Context: an optimization exercise on an open-source flow, tuned for small area and a short achievable clock period. The choices shown serve that exercise and are no tape-out recipe.
At most, simulation tests tie the RTL to the original design; equivalence was not proved.
Only the layout flow was run in run 2; the RTL was not checked for function there.
No run shown here takes its clock network from TritonCTS; it comes from the design's own scripts or RTL.
The flow treats the clock pin as an ideal source. Dropping or thinning the clock tree relies on that and would not hold on a real chip.
Power and IR drop assume default switching activity.

==> flow/design.v, too long to show whole: its modules and the start of the top module <==
// module mult_unsigned: 1553 lines
// module mult_pg: 4 lines
// module mult_xor2: 3 lines
// module mult_maj3: 3 lines
// module mult_fa: 4 lines
// module mult_ha: 4 lines
module mult_unsigned (
	input clk, rst,
	input [15:0] A,
	input [23:0] B,
	output [39:0] result
);
  // ...
==> flow/flow/run.sh <==
#!/bin/bash
# Layout flow: the standard synthesis unchanged, then the standard ORFS
# steps with plain buffers on the ports and the setup-repair target below.
set -euo pipefail
bash standard.sh synth > synth.log 2>&1
sed -e 's/SETUP_SLACK_MARGIN=[-0-9.]*/SETUP_SLACK_MARGIN=5.4/' standard.sh > layout.sh
export BUFFER_PORTS_ARGS="-buffer_cell sky130_fd_sc_hd__buf_1"
export PRE_CTS_TCL=$(pwd)/flow/manual_cts.tcl MCTS_LEAVES=16 MCTS_ROOTS=4
bash layout.sh finish > layout.log 2>&1
==> flow/flow/manual_cts.tcl <==
# Two-level clock tree built by hand, in place of the flow's clock tree
# synthesis: the clock port drives a few root buffers; each root buffer drives
# the leaf buffers of its region, and each leaf buffer drives one cluster of
# flip-flops (k-means on their positions). Every register gets the same two
# buffer stages; no register's clock is delayed on purpose.
proc mcts_kmeans {pts k} {
  # pts: list of {x y}; returns {assign cx cy counts}
  set n [llength $pts]
  set sorted [lsort -real -index 0 $pts]
  set cx {}; set cy {}
  for {set i 0} {$i < $k} {incr i} {
    set s [lindex $sorted [expr {int(($i + 0.5) * $n / $k)}]]
    lappend cx [lindex $s 0]; lappend cy [lindex $s 1]
  }
  for {set iter 0} {$iter < 40} {incr iter} {
    set sx [lrepeat $k 0.0]; set sy [lrepeat $k 0.0]; set sc [lrepeat $k 0]
    set assign {}
    foreach s $pts {
      set best 0; set bd 1e30
      for {set i 0} {$i < $k} {incr i} {
        set d [expr {abs([lindex $s 0] - [lindex $cx $i]) + abs([lindex $s 1] - [lindex $cy $i])}]
        if {$d < $bd} { set bd $d; set best $i }
      }
      lappend assign $best
      lset sx $best [expr {[lindex $sx $best] + [lindex $s 0]}]
      lset sy $best [expr {[lindex $sy $best] + [lindex $s 1]}]
      lset sc $best [expr {[lindex $sc $best] + 1}]
    }
    for {set i 0} {$i < $k} {incr i} {
      if {[lindex $sc $i] > 0} {
        lset cx $i [expr {[lindex $sx $i] / [lindex $sc $i]}]
        lset cy $i [expr {[lindex $sy $i] / [lindex $sc $i]}]
      }
    }
  }
  return [list $assign $cx $cy $sc]
}

# capacity-limited assignment of points to centres (nearest first), with the
# centres moved to their points' mean, repeated
proc mcts_balance {pts cx cy cap} {
  set n [llength $pts]
  set k [llength $cx]
  for {set iter 0} {$iter < 10} {incr iter} {
    set pairs {}
    for {set l 0} {$l < $n} {incr l} {
      set p [lindex $pts $l]
      for {set r 0} {$r < $k} {incr r} {
        lappend pairs [list [expr {abs([lindex $p 0] - [lindex $cx $r]) + abs([lindex $p 1] - [lindex $cy $r])}] $l $r]
      }
    }
    set assign [lrepeat $n -1]
    set sc [lrepeat $k 0]
    foreach pr [lsort -real -index 0 $pairs] {
      lassign $pr d l r
      if {[lindex $assign $l] >= 0 || [lindex $sc $r] >= $cap} { continue }
      lset assign $l $r
      lset sc $r [expr {[lindex $sc $r] + 1}]
    }
    set sx [lrepeat $k 0.0]; set sy [lrepeat $k 0.0]
    for {set l 0} {$l < $n} {incr l} {
      set r [lindex $assign $l]
      lset sx $r [expr {[lindex $sx $r] + [lindex $pts $l 0]}]
      lset sy $r [expr {[lindex $sy $r] + [lindex $pts $l 1]}]
    }
    for {set r 0} {$r < $k} {incr r} {
      if {[lindex $sc $r] > 0} { lset cx $r [expr {[lindex $sx $r] / [lindex $sc $r]}]; lset cy $r [expr {[lindex $sy $r] / [lindex $sc $r]}] }
    }
  }
  return [list $assign $cx $cy $sc]
}

proc mcts_build {nleaf nroot} {
  set block [ord::get_db_block]
  set db [ord::get_db]
  set clknet [[$block findBTerm clk] getNet]
  set master [$db findMaster sky130_fd_sc_hd__clkbuf_16]
  set sinks {}; set pts {}
  foreach it [$clknet getITerms] {
    set inst [$it getInst]
    set loc [$inst getLocation]
    set m [$inst getMaster]
    lappend sinks $it
    lappend pts [list [expr {[lindex $loc 0] + [$m getWidth] / 2}] [expr {[lindex $loc 1] + [$m getHeight] / 2}]]
  }
  lassign [mcts_kmeans $pts $nleaf] assign cx cy sc
  lassign [mcts_balance $pts $cx $cy [expr {int(ceil(double([llength $pts]) / $nleaf))}]] assign cx cy sc
  set lpts {}; set lidx {}
  for {set i 0} {$i < $nleaf} {incr i} {
    if {[lindex $sc $i] > 0} { lappend lpts [list [lindex $cx $i] [lindex $cy $i]]; lappend lidx $i }
  }
  lassign [mcts_kmeans $lpts $nroot] rassign rcx rcy rsc
  # balance: every root buffer drives the same number of leaf buffers (+-1)
  set nl [llength $lpts]
  set cap [expr {int(ceil(double($nl) / $nroot))}]
  for {set iter 0} {$iter < 10} {incr iter} {
    set pairs {}
    for {set l 0} {$l < $nl} {incr l} {
      for {set r 0} {$r < $nroot} {incr r} {
        set p [lindex $lpts $l]
        lappend pairs [list [expr {abs([lindex $p 0] - [lindex $rcx $r]) + abs([lindex $p 1] - [lindex $rcy $r])}] $l $r]
      }
    }
    set rassign [lrepeat $nl -1]
    set rsc [lrepeat $nroot 0]
    foreach pr [lsort -real -index 0 $pairs] {
      lassign $pr d l r
      if {[lindex $rassign $l] >= 0 || [lindex $rsc $r] >= $cap} { continue }
      lset rassign $l $r
      lset rsc $r [expr {[lindex $rsc $r] + 1}]
    }
    for {set r 0} {$r < $nroot} {incr r} {
      set sx 0.0; set sy 0.0; set c 0
      for {set l 0} {$l < $nl} {incr l} {
        if {[lindex $rassign $l] == $r} {
          set sx [expr {$sx + [lindex $lpts $l 0]}]; set sy [expr {$sy + [lindex $lpts $l 1]}]; incr c
        }
      }
      if {$c > 0} { lset rcx $r [expr {$sx / $c}]; lset rcy $r [expr {$sy / $c}] }
    }
  }
  set rootnets {}
  for {set r 0} {$r < $nroot} {incr r} {
    if {[lindex $rsc $r] == 0} { lappend rootnets {}; continue }
    set root [odb::dbInst_create $block $master mcts_root_$r]
    $root setLocation [expr {int([lindex $rcx $r])}] [expr {int([lindex $rcy $r])}]
    $root setPlacementStatus PLACED
    [$root findITerm A] connect $clknet
    set rnet [odb::dbNet_create $block mcts_root_net_$r]
    $rnet setSigType CLOCK
    [$root findITerm X] connect $rnet
    lappend rootnets $rnet
  }
  set leafnets [lrepeat $nleaf {}]
  set j 0
  foreach i $lidx {
    set leaf [odb::dbInst_create $block $master mcts_leaf_$i]
    $leaf setLocation [expr {int([lindex $cx $i])}] [expr {int([lindex $cy $i])}]
    $leaf setPlacementStatus PLACED
    [$leaf findITerm A] connect [lindex $rootnets [lindex $rassign $j]]
    set lnet [odb::dbNet_create $block mcts_leaf_net_$i]
    $lnet setSigType CLOCK
    [$leaf findITerm X] connect $lnet
    lset leafnets $i $lnet
    incr j
  }
  set j 0
  foreach it $sinks {
    $it disconnect
    $it connect [lindex $leafnets [lindex $assign $j]]
    incr j
  }
  puts "manual clock tree: [llength $sinks] sinks, [llength $lidx] leaf buffers $sc, $nroot root buffers $rsc"
}

set mcts_leaves 10
set mcts_roots 3
if {[info exists ::env(MCTS_LEAVES)]} { set mcts_leaves $::env(MCTS_LEAVES) }
if {[info exists ::env(MCTS_ROOTS)]} { set mcts_roots $::env(MCTS_ROOTS) }
mcts_build $mcts_leaves $mcts_roots
set_propagated_clock [all_clocks]
# the tree is built: the flow's clock_tree_synthesis call becomes a no-op
rename clock_tree_synthesis mcts_orig_clock_tree_synthesis
proc clock_tree_synthesis {args} { puts "clock_tree_synthesis skipped: manual clock tree" }
==> flow/standard.sh <==
#!/bin/bash
# synth_recipe.tcl (not shown) runs the flow's synth.tcl, then flattens the netlist and writes it again
# the make line also repeats each setting of config.mk as NAME=value (left out here)
make -C /OpenROAD-flow-scripts/flow DESIGN_CONFIG=/design/flow/config.mk WORK_HOME=/design/flow/orfs CLKGATE_MAP_FILE= SYNTH_SCRIPT=/design/flow/synth_recipe.tcl "${@:-finish}"
==> flow/config.mk <==
export PLATFORM = sky130hd
export DESIGN_NAME = mult_unsigned
export DESIGN_NICKNAME = mult_unsigned
export VERILOG_FILES = /design/flow/design.v
export SDC_FILE = /design/flow/constraint.sdc
export NUM_CORES = 4
export LEC_CHECK = 0
export CAP_MARGIN = 20
export CORE_MARGIN = 2
export CORE_UTILIZATION = 40
export SETUP_SLACK_MARGIN = 5
export SLEW_MARGIN = 20
export SYNTH_HIERARCHICAL = 1
export SYNTH_MINIMUM_KEEP_SIZE = 0
==> flow/constraint.sdc <==
create_clock -name core_clock -period 8.0 [get_ports {clk}]
set_input_delay 1.6000 -clock core_clock [delete_from_list [all_inputs] [get_ports {clk}]]
set_output_delay 1.6000 -clock core_clock [all_outputs]
set_load 0.01 [all_outputs]
==> key figures, run 1 <==
Floorplan
  • Die Height: 204.1 µm

Synthesis
  • Cells after Synth: 1364
  • Most frequent cell after synthesis: dfxtp_1
  • Number of synthesized flops with an enable pin: 0
  • Simple logic cell fraction of the synthesized area: 0.04906
  • Distinct cells, synth: 36
  • Synth top area share: 0.3312
  • Commonest register cell after synthesis: dfxtp_1
  • Dominant cell type by area after synthesis: dfxtp_1

Worst setup path
  • Startpoint Class: flop
  • WP data arrival: 2.83 ns
  • WP data required: 8.23 ns
  • Critical Path, Cell by Cell: fa_1 > ha_4 > a21o_1 > nor3b_4 > nor3_2 > buf_4 > a211oi_4 > o2111ai_2 > a311o_1 > o311ai_2
  • R2R setup slack: 5.39 ns
  • CP Max Fanout: 4

Clock tree
  • Clock latency (worst-skew pair): 0.34 ns
  • # hold bufs at CTS: 0

Pwr
  • Peak VDD IR: 0.2027 mV
  • Clk pwr share: 0.141
  • Sw Ratio: 0.3630
  • Flop pwr share: 0.372
  • Top pwr grp: combinational logic

Timing
  • Unrepaired setup endpoints after global routing: yes
  • Final Cycle Share: 0.3257
  • Tmin final: 2.605 ns
  • FMAX: 383.8 MHz
  • Worst rel slew slack: 0.5432

Run
  • MaxCap Viol Count: 0

Route
  • M1 wire length: 16240 µm
  • Iter 0 DRT Violations: 808

Layout
  • Biggest regs: r2 (116), r4 (40), r5 (40)
  • # diodes: 0
  • Core Util, Final: 0.4428
  • Logic inverters: 25
  • Share of layout cells above drive strength 1: 0.1038
  • Post-route cell area: 0.01755 mm²
  • Nets@finish: 1633
  • Largest register FFs: 116

Run status
  • Status: finished clean
==> run 2: changes to the inputs <==
--- a/flow/design.v
+++ b/flow/design.v
@@ -2,17 +2,17 @@
 	input clk, rst,
 	input [15:0] A,
 	input [23:0] B,
 	output [39:0] result
 );
 reg [23:0] rb;
 reg [7:0] r_one, r_two, r_neg;
 reg r_a15;
-reg [115:0] r2;
+reg [78:0] r2;
 reg [20:0] r3lo;
 reg [39:20] r3x, r3y;
 reg [39:0] r4, r5;
 reg [3:0] v;
 wire [16:0] ax = {A, 1'b0};
 wire [7:0] e_one, e_two, e_neg;
 genvar gi;
 generate for (gi = 0; gi < 8; gi = gi + 1) begin : enc
@@ -581,298 +581,334 @@
 wire c559;
 wire h560;
 wire s561;
 wire c562;
 wire s563;
 wire c564;
 wire s565;
 wire c566;
-wire s567;
-wire c568;
-wire s569;
-wire c570;
+wire h567;
+wire s568;
+wire c569;
+wire h570;
 wire s571;
 wire c572;
-wire s573;
-wire c574;
-wire s575;
-wire c576;
+wire h573;
+wire s574;
+wire c575;
+wire h576;
 wire s577;
 wire c578;
-wire s579;
-wire c580;
-wire s581;
-wire c582;
+wire h579;
+wire s580;
+wire c581;
+wire h582;
 wire s583;
 wire c584;
-wire s585;
-wire c586;
-wire s587;
-wire c588;
+wire h585;
+wire s586;
+wire c587;
+wire h588;
 wire s589;
 wire c590;
-wire s591;
-wire c592;
-wire s593;
-wire c594;
+wire h591;
+wire s592;
+wire c593;
+wire h594;
 wire s595;
 wire c596;
-wire s597;
-wire c598;
-wire s599;
-wire c600;
+wire h597;
+wire s598;
+wire c599;
+wire h600;
 wire s601;
 wire c602;
-wire s603;
-wire c604;
-wire s605;
-wire c606;
+wire h603;
+wire s604;
+wire c605;
+wire h606;
 wire s607;
 wire c608;
-wire s609;
-wire c610;
-wire s611;
-wire c612;
+wire h609;
+wire s610;
+wire c611;
+wire h612;
 wire s613;
 wire c614;
-wire s615;
-wire c616;
-wire s617;
-wire c618;
+wire h615;
+wire s616;
+wire c617;
+wire h618;
 wire s619;
 wire c620;
-wire s621;
-wire c622;
-wire s623;
-wire c624;
+wire h621;
+wire s622;
+wire c623;
+wire h624;
 wire s625;
 wire c626;
-wire s627;
-wire c628;
-wire s629;
-wire c630;
+wire h627;
+wire s628;
+wire c629;
+wire h630;
 wire s631;
 wire c632;
-wire s633;
-wire c634;
-wire s635;
-wire c636;
-wire g637;
-wire p638;
-wire g639;
-wire p640;
-wire g641;
-wire p642;
-wire g643;
-wire p644;
-wire g645;
-wire p646;
-wire g647;
-wire p648;
-wire g649;
-wire p650;
-wire g651;
-wire p652;
-wire g653;
-wire p654;
-wire g655;
-wire p656;
-wire g657;
-wire p658;
-wire g659;
-wire p660;
-wire g661;
-wire p662;
-wire g663;
-wire p664;
-wire g665;
-wire p666;
-wire g667;
-wire p668;
-wire g669;
-wire p670;
-wire g671;
-wire p672;
+wire h633;
+wire s634;
+wire c635;
+wire h636;
+wire s637;
+wire c638;
+wire h639;
+wire s640;
+wire c641;
+wire h642;
+wire s643;
+wire c644;
+wire h645;
+wire s646;
+wire c647;
+wire h648;
+wire s649;
+wire c650;
+wire h651;
+wire s652;
+wire c653;
+wire h654;
+wire s655;
+wire c656;
+wire h657;
+wire s658;
+wire c659;
+wire h660;
+wire s661;
+wire c662;
+wire h663;
+wire s664;
+wire c665;
+wire h666;
+wire s667;
+wire c668;
+wire h669;
+wire s670;
+wire c671;
+wire h672;
 wire g673;
 wire p674;
 wire g675;
 wire p676;
 wire g677;
 wire p678;
 wire g679;
-wire g680;
-wire p681;
-wire g682;
-wire p683;
-wire g684;
-wire p685;
-wire g686;
-wire p687;
-wire g688;
-wire p689;
-wire g690;
-wire p691;
-wire g692;
-wire p693;
-wire g694;
-wire p695;
-wire g696;
-wire p697;
-wire g698;
+wire p680;
+wire g681;
+wire p682;
+wire g683;
+wire p684;
+wire g685;
+wire p686;
+wire g687;
+wire p688;
+wire g689;
+wire p690;
+wire g691;
+wire p692;
+wire g693;
+wire p694;
+wire g695;
+wire p696;
+wire g697;
+wire p698;
 wire g699;
-wire g700;
-wire p701;
-wire g702;
-wire p703;
-wire g704;
-wire p705;
-wire g706;
-wire p707;
-wire g708;
-wire p709;
-wire g710;
-wire p711;
-wire g712;
-wire p713;
-wire g714;
-wire p715;
+wire p700;
+wire g701;
+wire p702;
+wire g703;
+wire p704;
+wire g705;
+wire p706;
+wire g707;
+wire p708;
+wire g709;
+wire p710;
+wire g711;
+wire p712;
+wire g713;
+wire p714;
+wire g715;
 wire g716;
-wire g717;
+wire p717;
 wire g718;
-wire g719;
+wire p719;
 wire g720;
 wire p721;
 wire g722;
 wire p723;
 wire g724;
 wire p725;
 wire g726;
 wire p727;
 wire g728;
 wire p729;
 wire g730;
-wire g731;
+wire p731;
 wire g732;
-wire g733;
+wire p733;
 wire g734;
 wire g735;
 wire g736;
-wire g737;
+wire p737;
 wire g738;
-wire g739;
+wire p739;
 wire g740;
-wire g741;
+wire p741;
 wire g742;
-wire g743;
-wire p744;
-wire g745;
-wire p746;
-wire g747;
-wire p748;
-wire g749;
-wire p750;
-wire g751;
-wire p752;
+wire p743;
+wire g744;
+wire p745;
+wire g746;
+wire p747;
+wire g748;
+wire p749;
+wire g750;
+wire p751;
+wire g752;
 wire g753;
-wire p754;
+wire g754;
 wire g755;
-wire p756;
-wire g757;
-wire p758;
-wire g759;
-wire p760;
-wire g761;
-wire p762;
-wire g763;
-wire p764;
-wire g765;
-wire p766;
+wire g756;
+wire p757;
+wire g758;
+wire p759;
+wire g760;
+wire p761;
+wire g762;
+wire p763;
+wire g764;
+wire p765;
+wire g766;
 wire g767;
-wire p768;
+wire g768;
 wire g769;
-wire p770;
+wire g770;
 wire g771;
-wire p772;
+wire g772;
 wire g773;
-wire p774;
+wire g774;
 wire g775;
-wire p776;
+wire g776;
 wire g777;
-wire p778;
+wire g778;
 wire g779;
 wire p780;
 wire g781;
 wire p782;
 wire g783;
 wire p784;
 wire g785;
-wire g786;
-wire p787;
-wire g788;
-wire p789;
-wire g790;
-wire p791;
-wire g792;
-wire p793;
-wire g794;
-wire p795;
-wire g796;
-wire p797;
-wire g798;
-wire p799;
-wire g800;
-wire p801;
-wire g802;
-wire p803;
-wire g804;
+wire p786;
+wire g787;
+wire p788;
+wire g789;
+wire p790;
+wire g791;
+wire p792;
+wire g793;
+wire p794;
+wire g795;
+wire p796;
+wire g797;
+wire p798;
+wire g799;
+wire p800;
+wire g801;
+wire p802;
+wire g803;
+wire p804;
 wire g805;
-wire g806;
-wire p807;
-wire g808;
-wire p809;
-wire g810;
-wire p811;
-wire g812;
-wire p813;
-wire g814;
-wire p815;
-wire g816;
-wire p817;
-wire g818;
-wire p819;
-wire g820;
-wire p821;
+wire p806;
+wire g807;
+wire p808;
+wire g809;
+wire p810;
+wire g811;
+wire p812;
+wire g813;
+wire p814;
+wire g815;
+wire p816;
+wire g817;
+wire p818;
+wire g819;
+wire p820;
+wire g821;
 wire g822;
-wire g823;
+wire p823;
 wire g824;
-wire g825;
+wire p825;
 wire g826;
 wire p827;
 wire g828;
 wire p829;
 wire g830;
 wire p831;
 wire g832;
 wire p833;
 wire g834;
 wire p835;
 wire g836;
-wire g837;
+wire p837;
 wire g838;
-wire g839;
+wire p839;
 wire g840;
 wire g841;
 wire g842;
-wire g843;
+wire p843;
 wire g844;
-wire g845;
+wire p845;
 wire g846;
-wire g847;
+wire p847;
 wire g848;
+wire p849;
+wire g850;
+wire p851;
+wire g852;
+wire p853;
+wire g854;
+wire p855;
+wire g856;
+wire p857;
+wire g858;
+wire g859;
+wire g860;
+wire g861;
+wire g862;
+wire p863;
+wire g864;
+wire p865;
+wire g866;
+wire p867;
+wire g868;
+wire p869;
+wire g870;
+wire p871;
+wire g872;
+wire g873;
+wire g874;
+wire g875;
+wire g876;
+wire g877;
+wire g878;
+wire g879;
+wire g880;
+wire g881;
+wire g882;
+wire g883;
+wire g884;
 assign pp1 = ((r_one[0] & rb[0])) ^ r_neg[0];
 assign pp2 = ((r_one[0] & rb[1]) | (r_two[0] & rb[0])) ^ r_neg[0];
 assign pp3 = ((r_one[0] & rb[2]) | (r_two[0] & rb[1])) ^ r_neg[0];
 assign pp4 = ((r_one[0] & rb[3]) | (r_two[0] & rb[2])) ^ r_neg[0];
 assign pp5 = ((r_one[0] & rb[4]) | (r_two[0] & rb[3])) ^ r_neg[0];
 assign pp6 = ((r_one[0] & rb[5]) | (r_two[0] & rb[4])) ^ r_neg[0];
 assign pp7 = ((r_one[0] & rb[6]) | (r_two[0] & rb[5])) ^ r_neg[0];
 assign pp8 = ((r_one[0] & rb[7]) | (r_two[0] & rb[6])) ^ r_neg[0];
@@ -1311,235 +1347,307 @@
 mult_xor2 u201 (.a(h554), .b(s459), .s(s552));
 mult_maj3 u202 (.a(pp180), .b(pp204), .c(s459), .co(c553));
 mult_xor2 u203 (.a(i239), .b(pp181), .s(h557));
 mult_xor2 u204 (.a(h557), .b(pp205), .s(s555));
 mult_maj3 u205 (.a(i239), .b(pp181), .c(pp205), .co(c556));
 mult_xor2 u206 (.a(ns182), .b(pp230), .s(h560));
 mult_xor2 u207 (.a(h560), .b(pp229), .s(s558));
 mult_maj3 u208 (.a(ns182), .b(pp230), .c(pp229), .co(c559));
-mult_ha u209 (.a(r2[3]), .b(r2[4]), .s(s561), .co(c562));
-mult_ha u210 (.a(r2[6]), .b(r2[7]), .s(s563), .co(c564));
-mult_fa u211 (.a(r2[8]), .b(r2[9]), .c(r2[10]), .s(s565), .co(c566));
-mult_fa u212 (.a(r2[11]), .b(r2[12]), .c(r2[13]), .s(s567), .co(c568));
-mult_fa u213 (.a(r2[14]), .b(r2[15]), .c(r2[16]), .s(s569), .co(c570));
-mult_fa u214 (.a(r2[17]), .b(r2[18]), .c(r2[19]), .s(s571), .co(c572));
-mult_fa u215 (.a(r2[20]), .b(r2[21]), .c(r2[22]), .s(s573), .co(c574));
-mult_fa u216 (.a(r2[23]), .b(r2[24]), .c(r2[25]), .s(s575), .co(c576));
-mult_fa u217 (.a(r2[26]), .b(r2[27]), .c(r2[28]), .s(s577), .co(c578));
-mult_fa u218 (.a(r2[29]), .b(r2[30]), .c(r2[31]), .s(s579), .co(c580));
-mult_fa u219 (.a(r2[32]), .b(r2[33]), .c(r2[34]), .s(s581), .co(c582));
-mult_fa u220 (.a(r2[35]), .b(r2[36]), .c(r2[37]), .s(s583), .co(c584));
-mult_fa u221 (.a(r2[38]), .b(r2[39]), .c(r2[40]), .s(s585), .co(c586));
-mult_fa u222 (.a(r2[41]), .b(r2[42]), .c(r2[43]), .s(s587), .co(c588));
-mult_fa u223 (.a(r2[44]), .b(r2[45]), .c(r2[46]), .s(s589), .co(c590));
-mult_fa u224 (.a(r2[47]), .b(r2[48]), .c(r2[49]), .s(s591), .co(c592));
-mult_fa u225 (.a(r2[50]), .b(r2[51]), .c(r2[52]), .s(s593), .co(c594));
-mult_fa u226 (.a(r2[53]), .b(r2[54]), .c(r2[55]), .s(s595), .co(c596));
-mult_fa u227 (.a(r2[56]), .b(r2[57]), .c(r2[58]), .s(s597), .co(c598));
-mult_fa u228 (.a(r2[59]), .b(r2[60]), .c(r2[61]), .s(s599), .co(c600));
-mult_fa u229 (.a(r2[62]), .b(r2[63]), .c(r2[64]), .s(s601), .co(c602));
-mult_fa u230 (.a(r2[65]), .b(r2[66]), .c(r2[67]), .s(s603), .co(c604));
-mult_fa u231 (.a(r2[68]), .b(r2[69]), .c(r2[70]), .s(s605), .co(c606));
-mult_fa u232 (.a(r2[71]), .b(r2[72]), .c(r2[73]), .s(s607), .co(c608));
-mult_fa u233 (.a(r2[74]), .b(r2[75]), .c(r2[76]), .s(s609), .co(c610));
-mult_fa u234 (.a(r2[77]), .b(r2[78]), .c(r2[79]), .s(s611), .co(c612));
-mult_fa u235 (.a(r2[80]), .b(r2[81]), .c(r2[82]), .s(s613), .co(c614));
-mult_fa u236 (.a(r2[83]), .b(r2[84]), .c(r2[85]), .s(s615), .co(c616));
-mult_fa u237 (.a(r2[86]), .b(r2[87]), .c(r2[88]), .s(s617), .co(c618));
-mult_fa u238 (.a(r2[89]), .b(r2[90]), .c(r2[91]), .s(s619), .co(c620));
-mult_fa u239 (.a(r2[92]), .b(r2[93]), .c(r2[94]), .s(s621), .co(c622));
-mult_fa u240 (.a(r2[95]), .b(r2[96]), .c(r2[97]), .s(s623), .co(c624));
-mult_fa u241 (.a(r2[98]), .b(r2[99]), .c(r2[100]), .s(s625), .co(c626));
-mult_fa u242 (.a(r2[101]), .b(r2[102]), .c(r2[103]), .s(s627), .co(c628));
-mult_fa u243 (.a(r2[104]), .b(r2[105]), .c(r2[106]), .s(s629), .co(c630));
-mult_fa u244 (.a(r2[107]), .b(r2[108]), .c(r2[109]), .s(s631), .co(c632));
-mult_fa u245 (.a(r2[110]), .b(r2[111]), .c(r2[112]), .s(s633), .co(c634));
-mult_fa u246 (.a(r2[113]), .b(r2[114]), .c(r2[115]), .s(s635), .co(c636));
-mult_pg u247 (.a(r2[0]), .b(r2[1]), .p(p638), .g(g637));
-mult_pg u248 (.a(r2[2]), .b(1'b0), .p(p640), .g(g639));
-mult_pg u249 (.a(r2[5]), .b(s561), .p(p642), .g(g641));
-mult_pg u250 (.a(c562), .b(s563), .p(p644), .g(g643));
-mult_pg u251 (.a(c564), .b(s565), .p(p646), .g(g645));
-mult_pg u252 (.a(c566), .b(s567), .p(p648), .g(g647));
-mult_pg u253 (.a(c568), .b(s569), .p(p650), .g(g649));
-mult_pg u254 (.a(c570), .b(s571), .p(p652), .g(g651));
-mult_pg u255 (.a(c572), .b(s573), .p(p654), .g(g653));
-mult_pg u256 (.a(c574), .b(s575), .p(p656), .g(g655));
-mult_pg u257 (.a(c576), .b(s577), .p(p658), .g(g657));
-mult_pg u258 (.a(c578), .b(s579), .p(p660), .g(g659));
-mult_pg u259 (.a(c580), .b(s581), .p(p662), .g(g661));
-mult_pg u260 (.a(c582), .b(s583), .p(p664), .g(g663));
-mult_pg u261 (.a(c584), .b(s585), .p(p666), .g(g665));
-mult_pg u262 (.a(c586), .b(s587), .p(p668), .g(g667));
-mult_pg u263 (.a(c588), .b(s589), .p(p670), .g(g669));
-mult_pg u264 (.a(c590), .b(s591), .p(p672), .g(g671));
-mult_pg u265 (.a(c592), .b(s593), .p(p674), .g(g673));
-mult_pg u266 (.a(c594), .b(s595), .p(p676), .g(g675));
-mult_pg u267 (.a(1'b0), .b(1'b0), .p(p678), .g(g677));
-assign g679 = g639 | (p640 & g637);
-assign g680 = g643 | (p644 & g641);
-assign p681 = p644 & p642;
-assign g682 = g647 | (p648 & g645);
-assign p683 = p648 & p646;
-assign g684 = g651 | (p652 & g649);
-assign p685 = p652 & p650;
-assign g686 = g655 | (p656 & g653);
-assign p687 = p656 & p654;
-assign g688 = g659 | (p660 & g657);
-assign p689 = p660 & p658;
-assign g690 = g663 | (p664 & g661);
-assign p691 = p664 & p662;
-assign g692 = g667 | (p668 & g665);
-assign p693 = p668 & p666;
-assign g694 = g671 | (p672 & g669);
-assign p695 = p672 & p670;
-assign g696 = g675 | (p676 & g673);
-assign p697 = p676 & p674;
-assign g698 = g641 | (p642 & g679);
-assign g699 = g680 | (p681 & g679);
-assign g700 = g649 | (p650 & g682);
-assign p701 = p650 & p683;
-assign g702 = g684 | (p685 & g682);
-assign p703 = p685 & p683;
-assign g704 = g657 | (p658 & g686);
-assign p705 = p658 & p687;
-assign g706 = g688 | (p689 & g686);
-assign p707 = p689 & p687;
-assign g708 = g665 | (p666 & g690);
-assign p709 = p666 & p691;
-assign g710 = g692 | (p693 & g690);
-assign p711 = p693 & p691;
-assign g712 = g673 | (p674 & g694);
-assign p713 = p674 & p695;
-assign g714 = g696 | (p697 & g694);
-assign p715 = p697 & p695;
-assign g716 = g645 | (p646 & g699);
-assign g717 = g682 | (p683 & g699);
-assign g718 = g700 | (p701 & g699);
-assign g719 = g702 | (p703 & g699);
-assign g720 = g661 | (p662 & g706);
-assign p721 = p662 & p707;
-assign g722 = g690 | (p691 & g706);
-assign p723 = p691 & p707;
-assign g724 = g708 | (p709 & g706);
-assign p725 = p709 & p707;
-assign g726 = g710 | (p711 & g706);
-assign p727 = p711 & p707;
-assign g728 = g677 | (p678 & g714);
-assign p729 = p678 & p715;
-assign g730 = g653 | (p654 & g719);
-assign g731 = g686 | (p687 & g719);
-assign g732 = g704 | (p705 & g719);
-assign g733 = g706 | (p707 & g719);
-assign g734 = g720 | (p721 & g719);
-assign g735 = g722 | (p723 & g719);
-assign g736 = g724 | (p725 & g719);
-assign g737 = g726 | (p727 & g719);
-assign g738 = g669 | (p670 & g737);
-assign g739 = g694 | (p695 & g737);
-assign g740 = g712 | (p713 & g737);
-assign g741 = g714 | (p715 & g737);
-assign g742 = g728 | (p729 & g737);
-mult_pg u268 (.a(r3lo[20]), .b(r3lo[20]), .p(p744), .g(g743));
-mult_pg u269 (.a(r3x[20]), .b(r3y[20]), .p(p746), .g(g745));
-mult_pg u270 (.a(r3x[21]), .b(r3y[21]), .p(p748), .g(g747));
-mult_pg u271 (.a(r3x[22]), .b(r3y[22]), .p(p750), .g(g749));
-mult_pg u272 (.a(r3x[23]), .b(r3y[23]), .p(p752), .g(g751));
-mult_pg u273 (.a(r3x[24]), .b(r3y[24]), .p(p754), .g(g753));
-mult_pg u274 (.a(r3x[25]), .b(r3y[25]), .p(p756), .g(g755));
-mult_pg u275 (.a(r3x[26]), .b(r3y[26]), .p(p758), .g(g757));
-mult_pg u276 (.a(r3x[27]), .b(r3y[27]), .p(p760), .g(g759));
-mult_pg u277 (.a(r3x[28]), .b(r3y[28]), .p(p762), .g(g761));
-mult_pg u278 (.a(r3x[29]), .b(r3y[29]), .p(p764), .g(g763));
-mult_pg u279 (.a(r3x[30]), .b(r3y[30]), .p(p766), .g(g765));
-mult_pg u280 (.a(r3x[31]), .b(r3y[31]), .p(p768), .g(g767));
-mult_pg u281 (.a(r3x[32]), .b(r3y[32]), .p(p770), .g(g769));
-mult_pg u282 (.a(r3x[33]), .b(r3y[33]), .p(p772), .g(g771));
-mult_pg u283 (.a(r3x[34]), .b(r3y[34]), .p(p774), .g(g773));
-mult_pg u284 (.a(r3x[35]), .b(r3y[35]), .p(p776), .g(g775));
-mult_pg u285 (.a(r3x[36]), .b(r3y[36]), .p(p778), .g(g777));
-mult_pg u286 (.a(r3x[37]), .b(r3y[37]), .p(p780), .g(g779));
-mult_pg u287 (.a(r3x[38]), .b(r3y[38]), .p(p782), .g(g781));
-mult_pg u288 (.a(r3x[39]), .b(r3y[39]), .p(p784), .g(g783));
-assign g785 = g745 | (p746 & g743);
-assign g786 = g749 | (p750 & g747);
-assign p787 = p750 & p748;
-assign g788 = g753 | (p754 & g751);
-assign p789 = p754 & p752;
-assign g790 = g757 | (p758 & g755);
-assign p791 = p758 & p756;
-assign g792 = g761 | (p762 & g759);
-assign p793 = p762 & p760;
-assign g794 = g765 | (p766 & g763);
-assign p795 = p766 & p764;
-assign g796 = g769 | (p770 & g767);
-assign p797 = p770 & p768;
-assign g798 = g773 | (p774 & g771);
-assign p799 = p774 & p772;
-assign g800 = g777 | (p778 & g775);
-assign p801 = p778 & p776;
-assign g802 = g781 | (p782 & g779);
-assign p803 = p782 & p780;
-assign g804 = g747 | (p748 & g785);
-assign g805 = g786 | (p787 & g785);
-assign g806 = g755 | (p756 & g788);
-assign p807 = p756 & p789;
-assign g808 = g790 | (p791 & g788);
-assign p809 = p791 & p789;
-assign g810 = g763 | (p764 & g792);
-assign p811 = p764 & p793;
-assign g812 = g794 | (p795 & g792);
-assign p813 = p795 & p793;
-assign g814 = g771 | (p772 & g796);
-assign p815 = p772 & p797;
-assign g816 = g798 | (p799 & g796);
-assign p817 = p799 & p797;
-assign g818 = g779 | (p780 & g800);
-assign p819 = p780 & p801;
-assign g820 = g802 | (p803 & g800);
-assign p821 = p803 & p801;
-assign g822 = g751 | (p752 & g805);
-assign g823 = g788 | (p789 & g805);
-assign g824 = g806 | (p807 & g805);
-assign g825 = g808 | (p809 & g805);
-assign g826 = g767 | (p768 & g812);
-assign p827 = p768 & p813;
-assign g828 = g796 | (p797 & g812);
-assign p829 = p797 & p813;
-assign g830 = g814 | (p815 & g812);
-assign p831 = p815 & p813;
-assign g832 = g816 | (p817 & g812);
-assign p833 = p817 & p813;
-assign g834 = g783 | (p784 & g820);
-assign p835 = p784 & p821;
-assign g836 = g759 | (p760 & g825);
-assign g837 = g792 | (p793 & g825);
-assign g838 = g810 | (p811 & g825);
-assign g839 = g812 | (p813 & g825);
-assign g840 = g826 | (p827 & g825);
-assign g841 = g828 | (p829 & g825);
-assign g842 = g830 | (p831 & g825);
-assign g843 = g832 | (p833 & g825);
-assign g844 = g775 | (p776 & g843);
-assign g845 = g800 | (p801 & g843);
-assign g846 = g818 | (p819 & g843);
-assign g847 = g820 | (p821 & g843);
-assign g848 = g834 | (p835 & g843);
-wire [39:0] sx = {c634, c632, c630, c628, c626, c624, c622, c620, c618, c616, c614, c612, c610, c608, c606, c604, c602, c600, c598, c596, c594, c592, c590, c588, c586, c584, c582, c580, c578, c576, c574, c572, c570, c568, c566, c564, c562, r2[5], r2[2], r2[0]};
-wire [39:0] sy = {s635, s633, s631, s629, s627, s625, s623, s621, s619, s617, s615, s613, s611, s609, s607, s605, s603, s601, s599, s597, s595, s593, s591, s589, s587, s585, s583, s581, s579, s577, s575, s573, s571, s569, s567, s565, s563, s561, 1'b0, r2[1]};
-wire [20:0] sum_lo = {(p678 ^ g741), (p676 ^ g740), (p674 ^ g739), (p672 ^ g738), (p670 ^ g737), (p668 ^ g736), (p666 ^ g735), (p664 ^ g734), (p662 ^ g733), (p660 ^ g732), (p658 ^ g731), (p656 ^ g730), (p654 ^ g719), (p652 ^ g718), (p650 ^ g717), (p648 ^ g716), (p646 ^ g699), (p644 ^ g698), (p642 ^ g679), (p640 ^ g637), p638};
-wire [39:20] sum_hi = {(p784 ^ g847), (p782 ^ g846), (p780 ^ g845), (p778 ^ g844), (p776 ^ g843), (p774 ^ g842), (p772 ^ g841), (p770 ^ g840), (p768 ^ g839), (p766 ^ g838), (p764 ^ g837), (p762 ^ g836), (p760 ^ g825), (p758 ^ g824), (p756 ^ g823), (p754 ^ g822), (p752 ^ g805), (p750 ^ g804), (p748 ^ g785), (p746 ^ g743)};
+mult_ha u209 (.a(r_neg[1]), .b(pp3), .s(s561), .co(c562));
+mult_ha u210 (.a(pp4), .b(pp28), .s(s563), .co(c564));
+mult_xor2 u211 (.a(pp29), .b(pp53), .s(h567));
+mult_xor2 u212 (.a(h567), .b(s461), .s(s565));
+mult_maj3 u213 (.a(pp29), .b(pp53), .c(s461), .co(c566));
+mult_xor2 u214 (.a(pp54), .b(c462), .s(h570));
+mult_xor2 u215 (.a(h570), .b(s463), .s(s568));
+mult_maj3 u216 (.a(pp54), .b(c462), .c(s463), .co(c569));
+mult_xor2 u217 (.a(s465), .b(c464), .s(h573));
+mult_xor2 u218 (.a(h573), .b(s349), .s(s571));
+mult_maj3 u219 (.a(s465), .b(c464), .c(s349), .co(c572));
+mult_xor2 u220 (.a(c466), .b(s351), .s(h576));
+mult_xor2 u221 (.a(h576), .b(s468), .s(s574));
+mult_maj3 u222 (.a(c466), .b(s351), .c(s468), .co(c575));
+mult_xor2 u223 (.a(s355), .b(s471), .s(h579));
+mult_xor2 u224 (.a(h579), .b(c469), .s(s577));
+mult_maj3 u225 (.a(s355), .b(s471), .c(c469), .co(c578));
+mult_xor2 u226 (.a(s359), .b(s474), .s(h582));
+mult_xor2 u227 (.a(h582), .b(c472), .s(s580));
+mult_maj3 u228 (.a(s359), .b(s474), .c(c472), .co(c581));
+mult_xor2 u229 (.a(s477), .b(c475), .s(h585));
+mult_xor2 u230 (.a(h585), .b(s363), .s(s583));
+mult_maj3 u231 (.a(s477), .b(c475), .c(s363), .co(c584));
+mult_xor2 u232 (.a(c478), .b(s367), .s(h588));
+mult_xor2 u233 (.a(h588), .b(s480), .s(s586));
+mult_maj3 u234 (.a(c478), .b(s367), .c(s480), .co(c587));
+mult_xor2 u235 (.a(s371), .b(s483), .s(h591));
+mult_xor2 u236 (.a(h591), .b(c481), .s(s589));
+mult_maj3 u237 (.a(s371), .b(s483), .c(c481), .co(c590));
+mult_xor2 u238 (.a(s375), .b(s486), .s(h594));
+mult_xor2 u239 (.a(h594), .b(c484), .s(s592));
+mult_maj3 u240 (.a(s375), .b(s486), .c(c484), .co(c593));
+mult_xor2 u241 (.a(s379), .b(s489), .s(h597));
+mult_xor2 u242 (.a(h597), .b(c487), .s(s595));
+mult_maj3 u243 (.a(s379), .b(s489), .c(c487), .co(c596));
+mult_xor2 u244 (.a(s383), .b(s492), .s(h600));
+mult_xor2 u245 (.a(h600), .b(c490), .s(s598));
+mult_maj3 u246 (.a(s383), .b(s492), .c(c490), .co(c599));
+mult_xor2 u247 (.a(s387), .b(s495), .s(h603));
+mult_xor2 u248 (.a(h603), .b(c493), .s(s601));
+mult_maj3 u249 (.a(s387), .b(s495), .c(c493), .co(c602));
+mult_xor2 u250 (.a(s391), .b(s498), .s(h606));
+mult_xor2 u251 (.a(h606), .b(c496), .s(s604));
+mult_maj3 u252 (.a(s391), .b(s498), .c(c496), .co(c605));
+mult_xor2 u253 (.a(s395), .b(s501), .s(h609));
+mult_xor2 u254 (.a(h609), .b(c499), .s(s607));
+mult_maj3 u255 (.a(s395), .b(s501), .c(c499), .co(c608));
+mult_xor2 u256 (.a(s399), .b(s504), .s(h612));
+mult_xor2 u257 (.a(h612), .b(c502), .s(s610));
+mult_maj3 u258 (.a(s399), .b(s504), .c(c502), .co(c611));
+mult_xor2 u259 (.a(s403), .b(s507), .s(h615));
+mult_xor2 u260 (.a(h615), .b(c505), .s(s613));
+mult_maj3 u261 (.a(s403), .b(s507), .c(c505), .co(c614));
+mult_xor2 u262 (.a(s407), .b(s510), .s(h618));
+mult_xor2 u263 (.a(h618), .b(c508), .s(s616));
+mult_maj3 u264 (.a(s407), .b(s510), .c(c508), .co(c617));
+mult_xor2 u265 (.a(s411), .b(s513), .s(h621));
+mult_xor2 u266 (.a(h621), .b(c511), .s(s619));
+mult_maj3 u267 (.a(s411), .b(s513), .c(c511), .co(c620));
+mult_xor2 u268 (.a(s415), .b(s516), .s(h624));
+mult_xor2 u269 (.a(h624), .b(c514), .s(s622));
+mult_maj3 u270 (.a(s415), .b(s516), .c(c514), .co(c623));
+mult_xor2 u271 (.a(s419), .b(s519), .s(h627));
+mult_xor2 u272 (.a(h627), .b(c517), .s(s625));
+mult_maj3 u273 (.a(s419), .b(s519), .c(c517), .co(c626));
+mult_xor2 u274 (.a(s423), .b(s522), .s(h630));
+mult_xor2 u275 (.a(h630), .b(c520), .s(s628));
+mult_maj3 u276 (.a(s423), .b(s522), .c(c520), .co(c629));
+mult_xor2 u277 (.a(s427), .b(s525), .s(h633));
+mult_xor2 u278 (.a(h633), .b(c523), .s(s631));
+mult_maj3 u279 (.a(s427), .b(s525), .c(c523), .co(c632));
+mult_xor2 u280 (.a(s431), .b(s528), .s(h636));
+mult_xor2 u281 (.a(h636), .b(c526), .s(s634));
+mult_maj3 u282 (.a(s431), .b(s528), .c(c526), .co(c635));
+mult_xor2 u283 (.a(s435), .b(s531), .s(h639));
+mult_xor2 u284 (.a(h639), .b(c529), .s(s637));
+mult_maj3 u285 (.a(s435), .b(s531), .c(c529), .co(c638));
+mult_xor2 u286 (.a(s439), .b(s534), .s(h642));
+mult_xor2 u287 (.a(h642), .b(c532), .s(s640));
+mult_maj3 u288 (.a(s439), .b(s534), .c(c532), .co(c641));
+mult_xor2 u289 (.a(s443), .b(s537), .s(h645));
+mult_xor2 u290 (.a(h645), .b(c535), .s(s643));
+mult_maj3 u291 (.a(s443), .b(s537), .c(c535), .co(c644));
+mult_xor2 u292 (.a(c444), .b(s540), .s(h648));
+mult_xor2 u293 (.a(h648), .b(c538), .s(s646));
+mult_maj3 u294 (.a(c444), .b(s540), .c(c538), .co(c647));
+mult_xor2 u295 (.a(c448), .b(s543), .s(h651));
+mult_xor2 u296 (.a(h651), .b(c541), .s(s649));
+mult_maj3 u297 (.a(c448), .b(s543), .c(c541), .co(c650));
+mult_xor2 u298 (.a(s546), .b(c452), .s(h654));
+mult_xor2 u299 (.a(h654), .b(c544), .s(s652));
+mult_maj3 u300 (.a(s546), .b(c452), .c(c544), .co(c653));
+mult_xor2 u301 (.a(s457), .b(s549), .s(h657));
+mult_xor2 u302 (.a(h657), .b(c547), .s(s655));
+mult_maj3 u303 (.a(s457), .b(s549), .c(c547), .co(c656));
+mult_xor2 u304 (.a(c458), .b(s552), .s(h660));
+mult_xor2 u305 (.a(h660), .b(c550), .s(s658));
+mult_maj3 u306 (.a(c458), .b(s552), .c(c550), .co(c659));
+mult_xor2 u307 (.a(s555), .b(c460), .s(h663));
+mult_xor2 u308 (.a(h663), .b(c553), .s(s661));
+mult_maj3 u309 (.a(s555), .b(c460), .c(c553), .co(c662));
+mult_xor2 u310 (.a(pp206), .b(s558), .s(h666));
+mult_xor2 u311 (.a(h666), .b(c556), .s(s664));
+mult_maj3 u312 (.a(pp206), .b(s558), .c(c556), .co(c665));
+mult_xor2 u313 (.a(i240), .b(pp207), .s(h669));
+mult_xor2 u314 (.a(h669), .b(c559), .s(s667));
+mult_maj3 u315 (.a(i240), .b(pp207), .c(c559), .co(c668));
+mult_xor2 u316 (.a(ns208), .b(pp232), .s(h672));
+mult_xor2 u317 (.a(h672), .b(pp231), .s(s670));
+mult_maj3 u318 (.a(ns208), .b(pp232), .c(pp231), .co(c671));
+mult_pg u319 (.a(r2[0]), .b(r2[1]), .p(p674), .g(g673));
+mult_pg u320 (.a(r2[2]), .b(1'b0), .p(p676), .g(g675));
+mult_pg u321 (.a(r2[3]), .b(r2[4]), .p(p678), .g(g677));
+mult_pg u322 (.a(r2[5]), .b(r2[6]), .p(p680), .g(g679));
+mult_pg u323 (.a(r2[7]), .b(r2[8]), .p(p682), .g(g681));
+mult_pg u324 (.a(r2[9]), .b(r2[10]), .p(p684), .g(g683));
+mult_pg u325 (.a(r2[11]), .b(r2[12]), .p(p686), .g(g685));
+mult_pg u326 (.a(r2[13]), .b(r2[14]), .p(p688), .g(g687));
+mult_pg u327 (.a(r2[15]), .b(r2[16]), .p(p690), .g(g689));
+mult_pg u328 (.a(r2[17]), .b(r2[18]), .p(p692), .g(g691));
+mult_pg u329 (.a(r2[19]), .b(r2[20]), .p(p694), .g(g693));
+mult_pg u330 (.a(r2[21]), .b(r2[22]), .p(p696), .g(g695));
+mult_pg u331 (.a(r2[23]), .b(r2[24]), .p(p698), .g(g697));
+mult_pg u332 (.a(r2[25]), .b(r2[26]), .p(p700), .g(g699));
+mult_pg u333 (.a(r2[27]), .b(r2[28]), .p(p702), .g(g701));
+mult_pg u334 (.a(r2[29]), .b(r2[30]), .p(p704), .g(g703));
+mult_pg u335 (.a(r2[31]), .b(r2[32]), .p(p706), .g(g705));
+mult_pg u336 (.a(r2[33]), .b(r2[34]), .p(p708), .g(g707));
+mult_pg u337 (.a(r2[35]), .b(r2[36]), .p(p710), .g(g709));
+mult_pg u338 (.a(r2[37]), .b(r2[38]), .p(p712), .g(g711));
+mult_pg u339 (.a(1'b0), .b(1'b0), .p(p714), .g(g713));
+assign g715 = g675 | (p676 & g673);
+assign g716 = g679 | (p680 & g677);
+assign p717 = p680 & p678;
+assign g718 = g683 | (p684 & g681);
+assign p719 = p684 & p682;
+assign g720 = g687 | (p688 & g685);
+assign p721 = p688 & p686;
+assign g722 = g691 | (p692 & g689);
+assign p723 = p692 & p690;
+assign g724 = g695 | (p696 & g693);
+assign p725 = p696 & p694;
+assign g726 = g699 | (p700 & g697);
+assign p727 = p700 & p698;
+assign g728 = g703 | (p704 & g701);
+assign p729 = p704 & p702;
+assign g730 = g707 | (p708 & g705);
+assign p731 = p708 & p706;
+assign g732 = g711 | (p712 & g709);
+assign p733 = p712 & p710;
+assign g734 = g677 | (p678 & g715);
+assign g735 = g716 | (p717 & g715);
+assign g736 = g685 | (p686 & g718);
+assign p737 = p686 & p719;
+assign g738 = g720 | (p721 & g718);
+assign p739 = p721 & p719;
+assign g740 = g693 | (p694 & g722);
+assign p741 = p694 & p723;
+assign g742 = g724 | (p725 & g722);
+assign p743 = p725 & p723;
+assign g744 = g701 | (p702 & g726);
+assign p745 = p702 & p727;
+assign g746 = g728 | (p729 & g726);
+assign p747 = p729 & p727;
+assign g748 = g709 | (p710 & g730);
+assign p749 = p710 & p731;
+assign g750 = g732 | (p733 & g730);
+assign p751 = p733 & p731;
+assign g752 = g681 | (p682 & g735);
+assign g753 = g718 | (p719 & g735);
+assign g754 = g736 | (p737 & g735);
+assign g755 = g738 | (p739 & g735);
+assign g756 = g697 | (p698 & g742);
+assign p757 = p698 & p743;
+assign g758 = g726 | (p727 & g742);
+assign p759 = p727 & p743;
+assign g760 = g744 | (p745 & g742);
+assign p761 = p745 & p743;
+assign g762 = g746 | (p747 & g742);
+assign p763 = p747 & p743;
+assign g764 = g713 | (p714 & g750);
+assign p765 = p714 & p751;
+assign g766 = g689 | (p690 & g755);
+assign g767 = g722 | (p723 & g755);
+assign g768 = g740 | (p741 & g755);
+assign g769 = g742 | (p743 & g755);
+assign g770 = g756 | (p757 & g755);
+assign g771 = g758 | (p759 & g755);
+assign g772 = g760 | (p761 & g755);
+assign g773 = g762 | (p763 & g755);
+assign g774 = g705 | (p706 & g773);
+assign g775 = g730 | (p731 & g773);
+assign g776 = g748 | (p749 & g773);
+assign g777 = g750 | (p751 & g773);
+assign g778 = g764 | (p765 & g773);
+mult_pg u340 (.a(r3lo[20]), .b(r3lo[20]), .p(p780), .g(g779));
+mult_pg u341 (.a(r3x[20]), .b(r3y[20]), .p(p782), .g(g781));
+mult_pg u342 (.a(r3x[21]), .b(r3y[21]), .p(p784), .g(g783));
+mult_pg u343 (.a(r3x[22]), .b(r3y[22]), .p(p786), .g(g785));
+mult_pg u344 (.a(r3x[23]), .b(r3y[23]), .p(p788), .g(g787));
+mult_pg u345 (.a(r3x[24]), .b(r3y[24]), .p(p790), .g(g789));
+mult_pg u346 (.a(r3x[25]), .b(r3y[25]), .p(p792), .g(g791));
+mult_pg u347 (.a(r3x[26]), .b(r3y[26]), .p(p794), .g(g793));
+mult_pg u348 (.a(r3x[27]), .b(r3y[27]), .p(p796), .g(g795));
+mult_pg u349 (.a(r3x[28]), .b(r3y[28]), .p(p798), .g(g797));
+mult_pg u350 (.a(r3x[29]), .b(r3y[29]), .p(p800), .g(g799));
+mult_pg u351 (.a(r3x[30]), .b(r3y[30]), .p(p802), .g(g801));
+mult_pg u352 (.a(r3x[31]), .b(r3y[31]), .p(p804), .g(g803));
+mult_pg u353 (.a(r3x[32]), .b(r3y[32]), .p(p806), .g(g805));
+mult_pg u354 (.a(r3x[33]), .b(r3y[33]), .p(p808), .g(g807));
+mult_pg u355 (.a(r3x[34]), .b(r3y[34]), .p(p810), .g(g809));
+mult_pg u356 (.a(r3x[35]), .b(r3y[35]), .p(p812), .g(g811));
+mult_pg u357 (.a(r3x[36]), .b(r3y[36]), .p(p814), .g(g813));
+mult_pg u358 (.a(r3x[37]), .b(r3y[37]), .p(p816), .g(g815));
+mult_pg u359 (.a(r3x[38]), .b(r3y[38]), .p(p818), .g(g817));
+mult_pg u360 (.a(r3x[39]), .b(r3y[39]), .p(p820), .g(g819));
+assign g821 = g781 | (p782 & g779);
+assign g822 = g785 | (p786 & g783);
+assign p823 = p786 & p784;
+assign g824 = g789 | (p790 & g787);
+assign p825 = p790 & p788;
+assign g826 = g793 | (p794 & g791);
+assign p827 = p794 & p792;
+assign g828 = g797 | (p798 & g795);
+assign p829 = p798 & p796;
+assign g830 = g801 | (p802 & g799);
+assign p831 = p802 & p800;
+assign g832 = g805 | (p806 & g803);
+assign p833 = p806 & p804;
+assign g834 = g809 | (p810 & g807);
+assign p835 = p810 & p808;
+assign g836 = g813 | (p814 & g811);
+assign p837 = p814 & p812;
+assign g838 = g817 | (p818 & g815);
+assign p839 = p818 & p816;
+assign g840 = g783 | (p784 & g821);
+assign g841 = g822 | (p823 & g821);
+assign g842 = g791 | (p792 & g824);
+assign p843 = p792 & p825;
+assign g844 = g826 | (p827 & g824);
+assign p845 = p827 & p825;
+assign g846 = g799 | (p800 & g828);
+assign p847 = p800 & p829;
+assign g848 = g830 | (p831 & g828);
+assign p849 = p831 & p829;
+assign g850 = g807 | (p808 & g832);
+assign p851 = p808 & p833;
+assign g852 = g834 | (p835 & g832);
+assign p853 = p835 & p833;
+assign g854 = g815 | (p816 & g836);
+assign p855 = p816 & p837;
+assign g856 = g838 | (p839 & g836);
+assign p857 = p839 & p837;
+assign g858 = g787 | (p788 & g841);
+assign g859 = g824 | (p825 & g841);
+assign g860 = g842 | (p843 & g841);
+assign g861 = g844 | (p845 & g841);
+assign g862 = g803 | (p804 & g848);
+assign p863 = p804 & p849;
+assign g864 = g832 | (p833 & g848);
+assign p865 = p833 & p849;
+assign g866 = g850 | (p851 & g848);
+assign p867 = p851 & p849;
+assign g868 = g852 | (p853 & g848);
+assign p869 = p853 & p849;
+assign g870 = g819 | (p820 & g856);
+assign p871 = p820 & p857;
+assign g872 = g795 | (p796 & g861);
+assign g873 = g828 | (p829 & g861);
+assign g874 = g846 | (p847 & g861);
+assign g875 = g848 | (p849 & g861);
+assign g876 = g862 | (p863 & g861);
+assign g877 = g864 | (p865 & g861);
+assign g878 = g866 | (p867 & g861);
+assign g879 = g868 | (p869 & g861);
+assign g880 = g811 | (p812 & g879);
+assign g881 = g836 | (p837 & g879);
+assign g882 = g854 | (p855 & g879);
+assign g883 = g856 | (p857 & g879);
+assign g884 = g870 | (p871 & g879);
+wire [39:0] sx = {r2[77], r2[75], r2[73], r2[71], r2[69], r2[67], r2[65], r2[63], r2[61], r2[59], r2[57], r2[55], r2[53], r2[51], r2[49], r2[47], r2[45], r2[43], r2[41], r2[39], r2[37], r2[35], r2[33], r2[31], r2[29], r2[27], r2[25], r2[23], r2[21], r2[19], r2[17], r2[15], r2[13], r2[11], r2[9], r2[7], r2[5], r2[3], r2[2], r2[0]};
+wire [39:0] sy = {r2[78], r2[76], r2[74], r2[72], r2[70], r2[68], r2[66], r2[64], r2[62], r2[60], r2[58], r2[56], r2[54], r2[52], r2[50], r2[48], r2[46], r2[44], r2[42], r2[40], r2[38], r2[36], r2[34], r2[32], r2[30], r2[28], r2[26], r2[24], r2[22], r2[20], r2[18], r2[16], r2[14], r2[12], r2[10], r2[8], r2[6], r2[4], 1'b0, r2[1]};
+wire [20:0] sum_lo = {(p714 ^ g777), (p712 ^ g776), (p710 ^ g775), (p708 ^ g774), (p706 ^ g773), (p704 ^ g772), (p702 ^ g771), (p700 ^ g770), (p698 ^ g769), (p696 ^ g768), (p694 ^ g767), (p692 ^ g766), (p690 ^ g755), (p688 ^ g754), (p686 ^ g753), (p684 ^ g752), (p682 ^ g735), (p680 ^ g734), (p678 ^ g715), (p676 ^ g673), p674};
+wire [39:20] sum_hi = {(p820 ^ g883), (p818 ^ g882), (p816 ^ g881), (p814 ^ g880), (p812 ^ g879), (p810 ^ g878), (p808 ^ g877), (p806 ^ g876), (p804 ^ g875), (p802 ^ g874), (p800 ^ g873), (p798 ^ g872), (p796 ^ g861), (p794 ^ g860), (p792 ^ g859), (p790 ^ g858), (p788 ^ g841), (p786 ^ g840), (p784 ^ g821), (p782 ^ g779)};
 always @(posedge clk) begin
 	rb <= B;
 	r_one <= e_one;
 	r_two <= e_two;
 	r_neg <= e_neg;
 	r_a15 <= A[15];
-	r2 <= {pp231, pp232, ns208, pp207, i240, c559, s558, pp206, c556, s555, c460, c553, s552, c458, c550, s549, s457, c547, s546, c452, c544, s543, c448, c541, s540, c444, c538, s537, s443, c535, s534, s439, c532, s531, s435, c529, s528, s431, c526, s525, s427, c523, s522, s423, c520, s519, s419, c517, s516, s415, c514, s513, s411, c511, s510, s407, c508, s507, s403, c505, s504, s399, c502, s501, s395, c499, s498, s391, c496, s495, s387, c493, s492, s383, c490, s489, s379, c487, s486, s375, c484, s483, s371, c481, s480, s367, c478, s477, s363, c475, s474, s359, c472, s471, s355, c469, s468, s351, c466, s465, s349, c464, s463, pp54, c462, s461, pp53, pp29, pp28, pp4, pp27, pp3, r_neg[1], pp2, pp1, r_neg[0]};
+	r2 <= {s670, c668, s667, c665, s664, c662, s661, c659, s658, c656, s655, c653, s652, c650, s649, c647, s646, c644, s643, c641, s640, c638, s637, c635, s634, c632, s631, c629, s628, c626, s625, c623, s622, c620, s619, c617, s616, c614, s613, c611, s610, c608, s607, c605, s604, c602, s601, c599, s598, c596, s595, c593, s592, c590, s589, c587, s586, c584, s583, c581, s580, c578, s577, c575, s574, c572, s571, c569, s568, c566, s565, c564, s563, c562, s561, pp27, pp2, pp1, r_neg[0]};
 	r3lo <= sum_lo;
 	r3x <= sx[39:20];
 	r3y <= sy[39:20];
 	r4 <= {sum_hi, r3lo[19:0]};
 end
 always @(posedge clk or posedge rst) begin
 	if (rst) begin
 		v <= 4'b0;
==> flow/flow/run.sh (replaced) <==
#!/bin/bash
# Layout flow: the standard synthesis unchanged, then the standard ORFS
# steps with plain buffers on the ports and the setup-repair target below.
set -euo pipefail
bash standard.sh synth > synth.log 2>&1
sed -e 's/SETUP_SLACK_MARGIN=[-0-9.]*/SETUP_SLACK_MARGIN=5.5/' standard.sh > layout.sh
export BUFFER_PORTS_ARGS="-buffer_cell sky130_fd_sc_hd__buf_1"
export PRE_CTS_TCL=$(pwd)/flow/manual_cts.tcl MCTS_LEAVES=12 MCTS_ROOTS=4
bash layout.sh finish > layout.log 2>&1
--- a/flow/flow/manual_cts.tcl
+++ b/flow/flow/manual_cts.tcl
@@ -31,65 +31,30 @@
         lset cx $i [expr {[lindex $sx $i] / [lindex $sc $i]}]
         lset cy $i [expr {[lindex $sy $i] / [lindex $sc $i]}]
       }
     }
   }
   return [list $assign $cx $cy $sc]
 }
 
-# capacity-limited assignment of points to centres (nearest first), with the
-# centres moved to their points' mean, repeated
-proc mcts_balance {pts cx cy cap} {
-  set n [llength $pts]
-  set k [llength $cx]
-  for {set iter 0} {$iter < 10} {incr iter} {
-    set pairs {}
-    for {set l 0} {$l < $n} {incr l} {
-      set p [lindex $pts $l]
-      for {set r 0} {$r < $k} {incr r} {
-        lappend pairs [list [expr {abs([lindex $p 0] - [lindex $cx $r]) + abs([lindex $p 1] - [lindex $cy $r])}] $l $r]
-      }
-    }
-    set assign [lrepeat $n -1]
-    set sc [lrepeat $k 0]
-    foreach pr [lsort -real -index 0 $pairs] {
-      lassign $pr d l r
-      if {[lindex $assign $l] >= 0 || [lindex $sc $r] >= $cap} { continue }
-      lset assign $l $r
-      lset sc $r [expr {[lindex $sc $r] + 1}]
-    }
-    set sx [lrepeat $k 0.0]; set sy [lrepeat $k 0.0]
-    for {set l 0} {$l < $n} {incr l} {
-      set r [lindex $assign $l]
-      lset sx $r [expr {[lindex $sx $r] + [lindex $pts $l 0]}]
-      lset sy $r [expr {[lindex $sy $r] + [lindex $pts $l 1]}]
-    }
-    for {set r 0} {$r < $k} {incr r} {
-      if {[lindex $sc $r] > 0} { lset cx $r [expr {[lindex $sx $r] / [lindex $sc $r]}]; lset cy $r [expr {[lindex $sy $r] / [lindex $sc $r]}] }
-    }
-  }
-  return [list $assign $cx $cy $sc]
-}
-
 proc mcts_build {nleaf nroot} {
   set block [ord::get_db_block]
   set db [ord::get_db]
   set clknet [[$block findBTerm clk] getNet]
   set master [$db findMaster sky130_fd_sc_hd__clkbuf_16]
   set sinks {}; set pts {}
   foreach it [$clknet getITerms] {
     set inst [$it getInst]
     set loc [$inst getLocation]
     set m [$inst getMaster]
     lappend sinks $it
     lappend pts [list [expr {[lindex $loc 0] + [$m getWidth] / 2}] [expr {[lindex $loc 1] + [$m getHeight] / 2}]]
   }
   lassign [mcts_kmeans $pts $nleaf] assign cx cy sc
-  lassign [mcts_balance $pts $cx $cy [expr {int(ceil(double([llength $pts]) / $nleaf))}]] assign cx cy sc
   set lpts {}; set lidx {}
   for {set i 0} {$i < $nleaf} {incr i} {
     if {[lindex $sc $i] > 0} { lappend lpts [list [lindex $cx $i] [lindex $cy $i]]; lappend lidx $i }
   }
   lassign [mcts_kmeans $lpts $nroot] rassign rcx rcy rsc
   # balance: every root buffer drives the same number of leaf buffers (+-1)
   set nl [llength $lpts]
   set cap [expr {int(ceil(double($nl) / $nroot))}]
==> flow/config.mk (replaced) <==
export PLATFORM = sky130hd
export DESIGN_NAME = mult_unsigned
export DESIGN_NICKNAME = mult_unsigned
export VERILOG_FILES = /design/flow/design.v
export SDC_FILE = /design/flow/constraint.sdc
export NUM_CORES = 4
export LEC_CHECK = 0
export CAP_MARGIN = 20
export CORE_MARGIN = 2
export CORE_UTILIZATION = 40
export CTS_CLUSTER_DIAMETER = 100
export CTS_CLUSTER_SIZE = 30
export SETUP_SLACK_MARGIN = 5
export SLEW_MARGIN = 20
export SYNTH_HIERARCHICAL = 1
export SYNTH_MINIMUM_KEEP_SIZE = 0
==> key figures, run 2 <==
Run status
  • Status: finished clean

Min path
  • Hold path cells: 0
  • Worst hold endpoint: r3x[28]$_DFF_P_
  • HP Class: flop to flop
  • Worst hold path startpoint: r2[55]$_DFF_P_

Timing
  • Fin. max-slew vios: 0
  • Worst rel slew slack: 0.5859 (+0.04276)
  • Unrepaired setup endpoints after global routing: yes
  • Final Cycle Share: 0.3476 (+0.02194)
  • Clk_skew: 0.05564 ns
  • Setup_tns: 0 ns
  • Actual slew at the worst max-slew pin: 0.6211 ns
  • Hold Vio Cnt, Final: 0
  • FMAX: 359.6 MHz (-6.3%)
  • Tmin final: 2.781 ns (+0.1755 ns)
  • Final Setup Violations: 0
  • Final Hold Slack: 0.2859 ns

Route
  • Average vias per placed instance: 5.284
  • Vias: 10850
  • DRT antenna net count: 0
  • DRC: 0
  • Iter 0 DRT Violations: 902 (+12%)
  • Routed WL: 39570 µm
  • First-pass iteration count of the detailed router: 5
  • Wire length per cell: 19.26 µm

Pwr
  • Peak VDD IR: 0.1369 mV (-32%)
  • Pwr/cell area: 338.7 mW/mm²
  • Leak pwr: 7.815 nW
  • Sw Ratio: 0.3612 (-0.001728)
  • Flop pwr share: 0.316 (-0.056)
  • P_int: 0.004297 W
  • Net switching power: 0.002430 W
  • Clk pwr share: 0.111 (-0.030)
  • Gate power share: 0.574
  • Total power: 0.006727 W

Layout
  • Storage element area: 0.005821 mm²
  • Nets@finish: 1746 (+6.9%)
  • Most frequent cells in the layout: dfxtp_1, xnor2_1, xor2_1
  • Core Util, Final: 0.5152 (+0.07232)
  • # diodes: 0 (unchanged)
  • Largest Register: r2
  • Most common cell after layout, fill and taps aside: dfxtp_1
  • Area occupied by multi-input gates: 0.01064 mm²
  • Biggest regs: r2 (79), r4 (40), r5 (40)
  • Share of layout cells above drive strength 1: 0.3470 (+0.2432)
  • Largest register FFs: 79 (-32%)
  • Layout fillers: 3409
  • Layout Area Growth over Synthesis: 27.49%

Floorplan
  • Initial Utilization: 0.4041
  • Die Height: 201.4 µm (-1.3%)
  • Core area: 0.03856 mm²
  • Row count: 72
  • Die area: 0.04054 mm²
  • Chip width: 201.4 µm
  • IO Pins: 82

Worst setup path
  • Setup crit end kind: flop
  • Reg2reg end: r2[61]$_DFF_P_
  • R2R setup slack: 5.22 ns (-0.18 ns)
  • Startpoint of the worst-slack reg-to-reg timing path: r_one[5]$_DFF_P_
  • CP Max Fanout: 8 (+4)
  • Critical path class: flop to flop
  • WP data arrival: 2.95 ns (+0.12 ns)
  • Worst Reg-to-Reg Cells: 8
  • WP data required: 8.17 ns (-0.06 ns)
  • Startpoint Class: flop

Clock tree
  • Clock latency (worst-skew pair): 0.33 ns (about the same)
  • Clock transition time at the flip-flop clock pins of the worst setup and hold paths: 0.11 ns

Placed design
  • Final Wtd Congestion: 0.8374
  • # port buffers: 81
  • HPWL after DPL: 23500 µm

Global routing
  • Largest net degree at the start of global routing: 45
  • GRT Residual Overflow: 0
  • First-pass GRT wire length: 60460 µm
  • Vias in the first global route: 10990
  • Tot GR Track Use: 0.1848
  • Initial antenna violation count: 0

Synthesis
  • Number of synthesized flops with an enable pin: 0 (unchanged)
  • Synth cell count leaders: dfxtp_1, xnor2_1, a22oi_1
  • Synth top area share: 0.2930 (-0.03826)
  • Dominant cell type by area after synthesis: dfxtp_1
  • Post-Synthesis Cell Area: 0.01558 mm²
  • Sequential element share of the synthesized area: 0.3636
  • Most frequent cell after synthesis: dfxtp_1
  • Post-synthesis sequential element count: 272
  • Commonest register cell after synthesis: dfxtp_1
  • Fraction of registers with async set/reset: 0.1618
  • Distinct cells, synth: 36 (unchanged)
  • Syn Area/Cell: 11.14 µm²
  • Cells after Synth: 1398 (+2.5%)
  • Area contributors post-synth: dfxtp_1, fa_1, xnor2_1, a22oi_1, xor2_1
  • Synth warn: 7

Run
  • MaxCap Viol Count: 0 (unchanged)
run 2: changes by cell type after synthesis, sizes merged:
cell	change
xor2	+72
fa	-36
buf	+1
dfxtp	-37
maj3	+35
clkbuf	-1
run 2: per-stage QoR:
step / cell area, µm² / setup WS, ns / cells
detailed placement: 16500 / 4.559 / 1912
finish: 19860 / 5.219 / 2054
floorplan: 16230 / 5.350 / 1400
CTS: 18550 / 5.296 / 1989
global route: 19860 / 5.130 / 2054
global placement: 16500 / 4.626 / 1912
run 2: worst max-delay path by stage:
stage	end	depth (start not counted)	slack [ns]	from
floorplan	r2[40]$_DFF_P_	10	5.35	rb[14]$_DFF_P_
global placement	r2[46]$_DFF_P_	8	4.63	r_two[2]$_DFF_P_
detailed placement	r2[46]$_DFF_P_	8	4.56	r_two[2]$_DFF_P_
CTS	r2[40]$_DFF_P_	9	5.30	r_one[1]$_DFF_P_
global route	r2[44]$_DFF_P_	9	5.13	r_one[1]$_DFF_P_
finish	r2[61]$_DFF_P_	8	5.22	r_one[5]$_DFF_P_
run 2: area by class of cell:
| class | instances | share of cell area |
|---|---|---|
| sequential | 272 | 0.2930 |
| timing repair buffer | 231 | 0.1136 |
| multi-input combinational | 992 | 0.5356 |
| inverter | 25 | 0.004913 |
| tap | 518 | 0.03263 |
| buffer | 16 | 0.02016 |
run 2: cell families (layout without fill, tap and decap cells):
kind of cell,after synthesis,in the layout,share of synthesized area
AO/OA/AOI/OAI,241,241,0.1142
flip-flops,272,272,0.3636
AND/OR/NAND/NOR,143,143,0.05043
adder cells (fa/ha/maj),233,233,0.2299
buffers and inverters,136,272,0.03277
other,2,4,0.0004820
XOR/XNOR,371,371,0.2086
run 2: Yosys stat by module, one instance, submodules excluded:
module | flops+latches | area, µm² | copies in the design
mult_maj3 | 0 | 11.26 | 67
mult_fa | 0 | 20.02 | 100
mult_ha | 0 | 12.51 | 14
mult_xor2 | 0 | 8.758 | 136
mult_pg | 0 | 12.51 | 42
mult_unsigned | 272 | 10930 | 1
run 2: power by group through the flow:
stage	registers (W)	logic [W]	clock network, W
2_1_floorplan	0.00210	0.00275	0
6_report	0.00212	0.00386	0.000744
5_1_grt	0.00217	0.00429	0.000827
3_5_place_dp	0.00216	0.00333	0
3_3_place_gp	0.00216	0.00327	0
4_1_cts	0.00212	0.00358	0.000780
run 2: repair_timing:
| action | 4_1_cts | 5_1_grt |
|---|---|---|
| setup endpoints to repair | 65 | 54 |
| buffers inserted | 49 | 58 |
| hold buffers | 0 | 0 |
| cloned | 12 | 7 |
| pin swaps | 132 | 176 |
| resized for setup | 226 | 130 |
run 2: per-layer routing:
metal / wire, µm / vias up / GRT usage / part of all wire
met3: 3328 / 85 / 0.02883 / 0.084
met5: 0 / - / 0 / 0
met1: 16970 / 5331 / 0.2565 / 0.43
met2: 18080 / 472 / 0.3006 / 0.46
li1: - / 4965 / - / -
met4: 1187 / 0 / 0.04884 / 0.030
run 2: worst max-delay path, stage by stage, from the launching register on:
cell	delay, ns
dfxtp_4	0.40
buf_12	0.15
buf_4	0.13
a22oi_2	0.22
xnor2_1	0.18
fa_2	0.49
fa_2	0.40
maj3_2	0.35
maj3_2	0.31

Re-timed with assumed drivers on the ports (clkbuf_16 on the clock, buf_2 on other inputs), run 2 has 5.219 ns of setup slack against 5.219 ns with ideal ports, and 5.219 ns once port delays also move by the mid clock arrival of 0.420 ns.
